From an optimization exercise on the open Yosys and OpenROAD flow, aimed at a short achievable clock period and few clock cycles; shortcuts taken in it are not production practice. In this exercise RTL edits were held to simulation tests only and were not proved equivalent to the original. Power is estimated from default activity; no workload was simulated.

[config.mk]
export PLATFORM = sky130hd
export DESIGN_NAME = chip8_top
export DESIGN_NICKNAME = chip8_top
export VERILOG_FILES = /design/flow/design.v
export SDC_FILE = /design/flow/constraint.sdc
export NUM_CORES = 4
export LEC_CHECK = 0
export CAP_MARGIN = 20
export CORE_AREA = 10 10 730 730
export DIE_AREA = 0 0 740 740
export SLEW_MARGIN = 20
[constraint.sdc]
create_clock -name core_clock -period 11.0 [get_ports {clk}]
set_input_delay 2.2000 -clock core_clock [delete_from_list [all_inputs] [get_ports {clk}]]
set_output_delay 2.2000 -clock core_clock [all_outputs]
set_load 0.01 [all_outputs]
[design.v]
`timescale 1ns / 1ps
module chip8_display (
    input wire clk,
    input wire reset,
    input wire draw,
    input wire clear,
    input wire [5:0] x,
    input wire [4:0] y,
    input wire [7:0] sprite_data,
    output wire [2047:0] pixels,
    output reg collision,
    output reg done
);
    reg [2047:0] display_mem;  
    localparam IDLE   = 3'b000;
    localparam LOAD   = 3'b001;
    localparam UPDATE = 3'b010;
    localparam STORE  = 3'b011;
    localparam NEXT   = 3'b100;
    localparam FINISH = 3'b101;
    reg [2:0] state;
    reg [2:0] byte_index;
    reg       second;
    reg [5:0] x_l;
    reg [4:0] y_l;
    reg [7:0] sprite_l;
    reg [7:0] curr_byte;
    reg [7:0] new_byte;
    reg [7:0] part;
    always @(*) begin
        if (!second)
            part = sprite_l >> x_l[2:0];
        else
            part = sprite_l << (4'd8 - {1'b0, x_l[2:0]});
    end
    always @(posedge clk or posedge reset) begin
        if (reset) begin
            state <= IDLE;
            byte_index <= 0;
            second <= 0;
            collision <= 0;
            done <= 0;
            x_l <= 0;
            y_l <= 0;
            sprite_l <= 0;
            curr_byte <= 0;
            new_byte <= 0;
            display_mem <= 2048'd0;
        end else begin
            done <= 0;
            if (clear)
                display_mem <= 2048'd0;
            case (state)
                IDLE: begin
                    second <= 0;
                    if (draw) begin
                        x_l <= x;
                        y_l <= y;
                        sprite_l <= sprite_data;
                        byte_index <= x[5:3];
                        collision <= 0;
                        state <= LOAD;
                    end
                end
                LOAD: begin
                    curr_byte <= display_mem[{y_l, byte_index, 3'b000} +: 8];
                    state <= UPDATE;
                end
                UPDATE: begin
                    new_byte <= curr_byte ^ part;  
                    if (|(curr_byte & part))  
                        collision <= 1;
                    state <= STORE;
                end
                STORE: begin
                    display_mem[{y_l, byte_index, 3'b000} +: 8] <= new_byte;
                    state <= NEXT;
                end
                NEXT: begin
                    if (!second && x_l[2:0] != 3'd0) begin
                        second <= 1;
                        byte_index <= byte_index + 1;
                        state <= LOAD;
                    end else
                        state <= FINISH;
                end
                FINISH: begin
                    done <= 1;
                    state <= IDLE;
                end
                default: state <= IDLE;
            endcase
        end
    end
    genvar b, j;
    generate
        for (b = 0; b < 256; b = b + 1) begin : g_byte
            for (j = 0; j < 8; j = j + 1) begin : g_bit
                assign pixels[8*b + j] = display_mem[8*b + 7 - j];
            end
        end
    endgenerate
endmodule
`timescale 1ns / 1ps
module chip8_cpu (
    input wire clk,
    input wire reset,
    input wire [7:0] mem_data_out,
    input wire [15:0] key_pressed,
    input wire collision,
    input wire display_done,
    output reg mem_read,
    output reg [11:0] mem_addr_out,
    output reg [7:0] mem_data_in,
    output reg mem_write,
    output reg draw,
    output reg clear,
    output reg [5:0] x,
    output reg [4:0] y,
    output reg [7:0] sprite_data,
    output reg halted
);
    reg [11:0]    pc;
    reg [11:0]    I;
    reg [7:0]     V[0:15];
    reg [15:0]    opcode;
    reg [4:0]     state;
    reg [11:0]    stack[0:15];
    reg [3:0]     sp;
    reg [7:0]     opcode_fh;
    reg [7:0]     opcode_sh;
    reg [7:0]     delay_timer;
    reg [15:0]    lfsr;
    reg [3:0]     i;
    reg [3:0]     draw_row;
    reg           draw_coll;
    reg [7:0]     bcd_val;
    localparam FETCH1 = 0, FETCH1_WAIT = 1, FETCH2 = 2, FETCH2_WAIT = 3;
    localparam LASTFETCH = 4, EXECUTE = 5, LASTFETCH_WAIT = 6;
    localparam STORE = 7, RETRIEVE = 8, RETRIEVE_WAIT = 9;
    localparam DRAW_START = 10, DRAW_INC = 11, DRAW_FETCH = 12;
    localparam RETRIEVE_WAIT1 = 13, DRAW_WAIT = 14, BCD1 = 15, BCD2 = 16, HALT = 17;
    wire [3:0]  X   = opcode[11:8];
    wire [3:0]  Y   = opcode[7:4];
    wire [7:0]  NN  = opcode[7:0];
    wire [11:0] NNN = opcode[11:0];
    wire [7:0]  VX  = V[opcode[11:8]];
    wire [7:0]  VY  = V[opcode[7:4]];
    wire [8:0]  sum = {1'b0, VX} + {1'b0, VY};
    wire [15:0] lfsr_next = {lfsr[14:0], lfsr[15] ^ lfsr[13] ^ lfsr[12] ^ lfsr[10]};
    reg [3:0] key_num;
    integer k;
    always @(*) begin
        key_num = 4'd0;
        for (k = 15; k >= 0; k = k - 1)
            if (key_pressed[k])
                key_num = k[3:0];
    end
    integer r;
    always @(posedge clk or posedge reset) begin
        if(reset) begin
            pc <= 12'h200;
            state <= FETCH1;
            opcode <= 0;
            I <= 12'd0;
            sp <= 4'd0;
            opcode_fh <= 0;
            opcode_sh <= 0;
            mem_read <= 0;
            mem_write <= 0;
            mem_addr_out <= 12'd0;
            mem_data_in <= 8'd0;
            delay_timer <= 0;
            lfsr <= 16'hACE1;
            draw <= 0;
            clear <= 0;
            x <= 0;
            y <= 0;
            draw_row <= 0;
            draw_coll <= 0;
            sprite_data <= 8'd0;
            halted <= 0;
            i <= 0;
            bcd_val <= 0;
            for (r = 0; r < 16; r = r + 1)
                V[r] <= 8'd0;
        end else begin
            mem_read <= 0;
            mem_write <= 0;
            draw <= 0;
            clear <= 0;
            case(state)
                FETCH1: begin
                    mem_addr_out <= pc;
                    mem_read <= 1;
                    state <= FETCH1_WAIT;
                end
                FETCH1_WAIT: state <= FETCH2;
                FETCH2: begin
                    opcode_fh <= mem_data_out;
                    mem_addr_out <= pc + 1;
                    mem_read <= 1;
                    state <= FETCH2_WAIT;
                end
                FETCH2_WAIT: state <= LASTFETCH;
                LASTFETCH: begin
                    opcode_sh <= mem_data_out;
                    state <= LASTFETCH_WAIT;
                end
                LASTFETCH_WAIT: begin
                    opcode <= {opcode_fh, opcode_sh};
                    state <= EXECUTE;
                end
                EXECUTE: begin
                    pc <= pc + 2;
                    state <= FETCH1;
                    case(opcode[15:12])
                        4'h0: begin
                            if (opcode == 16'h00E0)
                                clear <= 1;
                            else if (opcode == 16'h00EE) begin
                                pc <= stack[sp - 4'd1] + 12'd2;
                                sp <= sp - 4'd1;
                            end else if (opcode == 16'h00FD) begin
                                pc <= pc;
                                halted <= 1;
                                state <= HALT;
                            end
                        end
                        4'h1: pc <= NNN;
                        4'h2: begin
                            stack[sp] <= pc;
                            sp <= sp + 4'd1;
                            pc <= NNN;
                        end
                        4'h3: if (VX == NN) pc <= pc + 4;
                        4'h4: if (VX != NN) pc <= pc + 4;
                        4'h5: if (VX == VY) pc <= pc + 4;
                        4'h6: V[X] <= NN;
                        4'h7: V[X] <= VX + NN;
                        4'h8: begin
                            case (opcode[3:0])
                                4'h0: V[X] <= VY;
                                4'h1: V[X] <= VX | VY;
                                4'h2: V[X] <= VX & VY;
                                4'h3: V[X] <= VX ^ VY;
                                4'h4: begin
                                    V[X] <= sum[7:0];
                                    V[15] <= {7'd0, sum[8]};
                                end
                                4'h5: begin
                                    V[X] <= VX - VY;
                                    V[15] <= {7'd0, VX >= VY};
                                end
                                4'h6: begin
                                    V[X] <= VX >> 1;
                                    V[15] <= {7'd0, VX[0]};
                                end
                                4'h7: begin
                                    V[X] <= VY - VX;
                                    V[15] <= {7'd0, VY >= VX};
                                end
                                4'hE: begin
                                    V[X] <= VX << 1;
                                    V[15] <= {7'd0, VX[7]};
                                end
                                default: ;
                            endcase
                        end
                        4'h9: if (VX != VY) pc <= pc + 4;
                        4'hA: I <= NNN;
                        4'hB: pc <= NNN + {4'd0, V[0]};
                        4'hC: begin
                            lfsr <= lfsr_next;
                            V[X] <= lfsr_next[7:0] & NN;
                        end
                        4'hD: begin
                            pc <= pc;
                            draw_row <= 0;
                            draw_coll <= 0;
                            if (opcode[3:0] == 4'd0) begin
                                V[15] <= 8'd0;
                                pc <= pc + 2;
                            end else
                                state <= DRAW_FETCH;
                        end
                        4'hE: begin
                            if (NN == 8'h9E && key_pressed[VX[3:0]]) pc <= pc + 4;
                            if (NN == 8'hA1 && !key_pressed[VX[3:0]]) pc <= pc + 4;
                        end
                        4'hF: begin
                            case (NN)
                                8'h07: V[X] <= delay_timer;
                                8'h0A: begin
                                    if (key_pressed != 16'd0)
                                        V[X] <= {4'd0, key_num};
                                    else begin
                                        pc <= pc;
                                        state <= EXECUTE;
                                    end
                                end
                                8'h15: delay_timer <= VX;
                                8'h1E: I <= I + {4'd0, VX};
                                8'h29: I <= {6'd0, VX[3:0], 2'b00} + {8'd0, VX[3:0]};
                                8'h33: begin
                                    pc <= pc;
                                    mem_addr_out <= I;
                                    mem_data_in <= VX / 100;
                                    mem_write <= 1;
                                    bcd_val <= VX;
                                    state <= BCD1;
                                end
                                8'h55: begin
                                    pc <= pc;
                                    i <= 0;
                                    state <= STORE;
                                end
                                8'h65: begin
                                    pc <= pc;
                                    i <= 0;
                                    state <= RETRIEVE;
                                end
                                default: ;
                            endcase
                        end
                        default: ;
                    endcase
                end
                BCD1: begin
                    mem_addr_out <= I + 12'd1;
                    mem_data_in <= (bcd_val / 10) % 10;
                    mem_write <= 1;
                    state <= BCD2;
                end
                BCD2: begin
                    mem_addr_out <= I + 12'd2;
                    mem_data_in <= bcd_val % 10;
                    mem_write <= 1;
                    pc <= pc + 2;
                    state <= FETCH1;
                end
                DRAW_FETCH: begin
                    mem_addr_out <= I + {8'd0, draw_row};
                    mem_read <= 1;
                    state <= DRAW_WAIT;
                end
                DRAW_WAIT: state <= DRAW_START;
                DRAW_START: begin
                    draw <= 1;
                    x <= VX[5:0];
                    y <= VY[4:0] + {1'b0, draw_row};
                    sprite_data <= mem_data_out;
                    state <= DRAW_INC;
                end
                DRAW_INC: begin
                    if (display_done) begin
                        if (draw_row == opcode[3:0] - 4'd1) begin
                            V[15] <= {7'd0, draw_coll | collision};
                            pc <= pc + 2;
                            state <= FETCH1;
                        end else begin
                            draw_coll <= draw_coll | collision;
                            draw_row <= draw_row + 1;
                            state <= DRAW_FETCH;
                        end
                    end
                end
                STORE: begin
                    mem_addr_out <= I + {8'd0, i};
                    mem_data_in <= V[i];
                    mem_write <= 1;
                    if (i == X) begin
                        pc <= pc + 2;
                        state <= FETCH1;
                    end else begin
                        i <= i + 1;
                        state <= STORE;
                    end
                end
                RETRIEVE: begin
                    mem_addr_out <= I + {8'd0, i};
                    mem_read <= 1;
                    state <= RETRIEVE_WAIT1;
                end
                RETRIEVE_WAIT1: state <= RETRIEVE_WAIT;
                RETRIEVE_WAIT: begin
                    V[i] <= mem_data_out;
                    if (i == X) begin
                        pc <= pc + 2;
                        state <= FETCH1;
                    end else begin
                        i <= i + 1;
                        state <= RETRIEVE;
                    end
                end
                HALT: state <= HALT;
                default: state <= FETCH1;
            endcase
        end
    end
endmodule
`timescale 1ns / 1ps
module chip8_top(
    input wire clk,reset,
    input wire [15:0] key_pressed,
    input wire [7:0] mem_rdata,
    output wire [2047:0] display,
    output wire halted,
    output wire [11:0] mem_addr,
    output wire mem_re,
    output wire mem_we,
    output wire [7:0] mem_wdata
    );
    wire [7:0] sprite_data;
    wire [5:0] x;
    wire [4:0] y;
    wire draw, clear;
    wire collision, display_done;
    chip8_cpu cpu(.clk(clk),.reset(reset),.mem_data_out(mem_rdata),.key_pressed(key_pressed),
                  .collision(collision),.display_done(display_done),
                  .mem_read(mem_re),.mem_addr_out(mem_addr),.mem_data_in(mem_wdata),.mem_write(mem_we),
                  .draw(draw),.clear(clear),.x(x),.y(y),.sprite_data(sprite_data),.halted(halted));
    chip8_display display_module(.clk(clk),.reset(reset),.draw(draw),.clear(clear),.x(x),.y(y),
                  .sprite_data(sprite_data),.pixels(display),.collision(collision),.done(display_done));
endmodule
[run.sh]
#!/bin/bash
# synth_recipe.tcl (not shown) runs the flow's synth.tcl, then flattens the netlist and writes it again
# the make line also repeats each setting of config.mk as NAME=value (left out here)
make -C /OpenROAD-flow-scripts/flow DESIGN_CONFIG=/design/flow/config.mk WORK_HOME=/design/flow/orfs CLKGATE_MAP_FILE= SYNTH_SCRIPT=/design/flow/synth_recipe.tcl finish
==> results.cfg <==
[synthesis]
avgSynthCellArea_um2 = 9.98
ys.flop_type = dfrtp_1
yosysUniqueCellTypes = 125
synth_top_cell_by_area = dfrtp_1
ys_ff_latch = 2559
yosys_warnings = 4
synthArstFlopShare = 0.925
netlist_area_um2 = 135000
ys_seq_area_frac = 0.482
syn_nets = 13600
syn_inst = 13500
synth-edff-count = 192
netlist_top_cells_area = dfrtp_1 (44%), mux4_2 (11%), nand2b_1 (9.4%)
synth_top_area_share = 0.438

[setup_path]
reg2regPathDepth = 17
r2r_start = cpu.opcode[8]
crit_required_ns = 11.80
reg2reg_slack_ns = 4.61
critPathKind = register to register
critPathLaunchType = register
path_max_fanout = 45
arrival_ns = 7.19
critPathCaptureType = register
r2r-end = cpu.V[5][3]

[global_routing]
grt_pass1_wl_um = 1130000
antenna_found_initial = 156
grt.overflow.total = 0
grt_pass1_vias = 114000
grt_usage = 0.299
grt_max_degree = 272

[placement]
post-dp-hpwl_um = 658000
io_buffers = 2096
detailedPlace.worstSlack_ns = 4.82
place.gp.congestion = 1.04

[sta]
fin_setup_tns_ns = 0
setup_viol = 0
finalMaxSlewViolations = 0
finalCritPeriodShare = 0.581
rsz0062_at_grt = no
clock_skew_ns = 0.126
slew_headroom = 0.0813
min_period_ns = 6.39
fin_ws_ns = 4.61
tightest_slew_ns = 1.38
fmax_ghz = 0.156
final_hold_viol_count = 0

[pwr]
power_density_nw_per_um2 = 194
p_leak_nw = 65.5
ir_drop_mv = 0.178

[final_layout]
drive_gt1_frac = 0.128
nets = 15200
nFillCells = 52000
area_growth_pct = 29.4

[floorplan]
die_w_um = 740
die_area_um2 = 548000
ios = 2097
rows = 264
core-area_um2 = 517000
die_y_um = 740
start_util = 0.261

[routing]
first_pass_iters = 6
via_per_inst = 5.42
drc_errors = 0
drt-initial-drc-count = 16800
ant_nets = 0
post_drt_wl_per_cell_um = 38.0
num_vias = 122000
finalWirelength_um = 854000

[clocking]
cts_tree = done
h-tree-depth = 5
cts-root-buf = clkbuf_16
cts_hold_buffers = 0
clkSinkCount = 2559
cts_max_path_buffers = 4
cts_resized = 0
cts_buffers = 309
insertion_delay_ns = 1.01
postCtsSetupRepairBufs = 0
clkTransAtPathRegs_ns = 0.06

[min_path]
worstHoldEndpoint = cpu.opcode_fh[4]
hold_path.class = register to register
min_path_cells = 2
min-delay-start = cpu.opcode_fh[4]

[run_status]
status = timing/DRC/antenna clean

[run]
drv_cap = 0
-- cells in the final DEF (no fill, tap or decap), types with 43 or more instances in the layout --
cell,n
nand3b_1,74
clkinv_2,51
o21ai_0,2175
nand3_1,75
nand2_1,2476
dfrtp_1,2340
nor2_1,408
a221oi_1,60
clkdlybuf4s50_1,2080
nor2_2,94
mux2_2,193
clkbuf_8,60
a22oi_1,72
a22o_1,52
clkbuf_1,72
diode_2,234
buf_4,292
edfxtp_1,192
nand2b_1,2028
mux4_2,681
inv_1,87
nor3_1,57
xnor2_1,50
ha_1,104
clkbuf_16,311
a21oi_1,225
a31oi_1,43
-- final cells by class --
| cell class | instances | area, um2 | share of cell area |
|---|---|---|---|
| Antenna cell | 234 | 586 | 0.00336 |
| Sequential cell | 2559 | 65100 | 0.373 |
| Tap cell | 6916 | 8650 | 0.0496 |
| Multi-Input combinational cell | 9718 | 65600 | 0.376 |
| Timing Repair Buffer | 2407 | 23700 | 0.136 |
| Clock inverter | 116 | 1630 | 0.00937 |
| Inverter | 93 | 353 | 0.00202 |
| Clock buffer | 443 | 8880 | 0.0509 |
-- registers in the layout, indices dropped and copies added, names as in the netlist, 12 cells and up --
| signal | count |
|---|---|
| cpu.I | 12 |
| display_module.display_mem | 2048 |
| cpu.stack | 192 |
| cpu.opcode | 16 |
| cpu.mem_addr_out | 12 |
| cpu.pc | 12 |
| cpu.V | 128 |
| cpu.lfsr | 16 |
-- worst max-delay path: stages, from the launching register on --
cell	delay (ns)
dfrtp_2	0.50
buf_4	0.31
buf_4	0.50
nor2b_1	0.44
a221oi_1	0.19
a211o_1	0.39
a31oi_4	0.15
buf_4	0.39
inv_1	0.35
ha_1	0.32
a21oi_1	0.26
o22ai_1	0.15
a21oi_1	0.22
o221ai_1	0.17
a221o_1	0.29
a221oi_1	0.77
a21oi_2	0.43
mux2_2	0.39
-- per-layer routing --
metal | GRT usage | part of all wire | vias up
met1 | 0.368 | 0.38 | 61800
met5 | 0 | 0.00076 | -
met4 | 0.176 | 0.072 | 96
met2 | 0.440 | 0.43 | 7807
met3 | 0.121 | 0.12 | 1705
li1 | - | - | 50400
-- cells in the mapped netlist, drive strengths merged, types with 25 or more instances --
cell type  number
clkbuf        995
a221oi         61
nand3          95
o21a           30
nor3           63
ha            104
a22oi          72
nor4           27
nor2          515
mux2          198
o21ai        2187
xnor2          50
inv            91
a21o           26
a211oi         35
xor2           28
o221ai         25
buf           133
mux4          681
dfrtp        2358
nand2b       2034
nor2b          40
nand4          35
mux2i          39
a22o           53
a21oi         227
nand2        2492
edfxtp        192
o22ai          36
nand3b         74
a31oi          45
and2           44
-- worst max path at each step --
stage	cells after the start	end	start
after detailed placement	8	display_module.curr_byte[0]	display_module.byte_index[0]
after floorplan	4	cpu.stack[1][0]	reset
after global placement	8	display_module.display_mem[72]	display_module.byte_index[0]
final	17	cpu.V[5][3]	cpu.opcode[8]
after CTS	8	display_module.curr_byte[0]	display_module.byte_index[0]
after global routing	8	display_module.curr_byte[1]	display_module.byte_index[0]
-- metrics by stage --
stage                     total power [mW]  hold slack [ns]  std cells  cell area, um2  utilization
after floorplan                       17.9            0.440      13500          135000            -
after global placement                23.0            0.454      21700          163000        0.316
after detailed placement              23.0            0.464      21700          163000        0.316
after CTS                             33.7            0.478      22200          174000        0.336
after global routing                  34.9            0.490      22400          174000        0.337
final                                 33.9            0.476      22500          174000        0.338
-- kinds of logic after synthesis --
group           share of synthesized area
compound gates                      0.130
xor+xnor                          0.00507
fa+ha+maj                          0.0110
buf+inv                            0.0355
flops                               0.482
mux                                 0.133
simple gates                        0.203
-- power by group --
group          internal [mW]  switching, mW  total (mW)
sequential              10.0           1.32        11.4
combinational           3.60           8.17        11.8
clock                   6.14           4.63        10.8
total                   19.8           14.1        33.9
Testbench counts, summed over its fixed seeds: cycles 463,959.

-- separate check: timing with driven ports --
The flow's constraints put no driver on any port. The routed layout listed below was extracted and timed again, unchanged, in two steps. Step 1, drivers: a clkbuf_16 drives clk and a buf_2 each remaining input, both assumed. Step 2 also shifts input and output timing later by t, the mid clock arrival at the registers, as if the neighbouring blocks saw the same clock. a / b / c = ideal ports / drivers / drivers and shift; a / b = the first two.
shift t [ns]: 1.059
setup slack, ns: 4.607 / 4.607 / 4.607
clock arrival spread, ns: 0.127 / 0.128
After both steps setup and hold are still met in this run. The setup slack of this run moves by 0.000 ns with the drivers and by 0.000 ns with both steps.
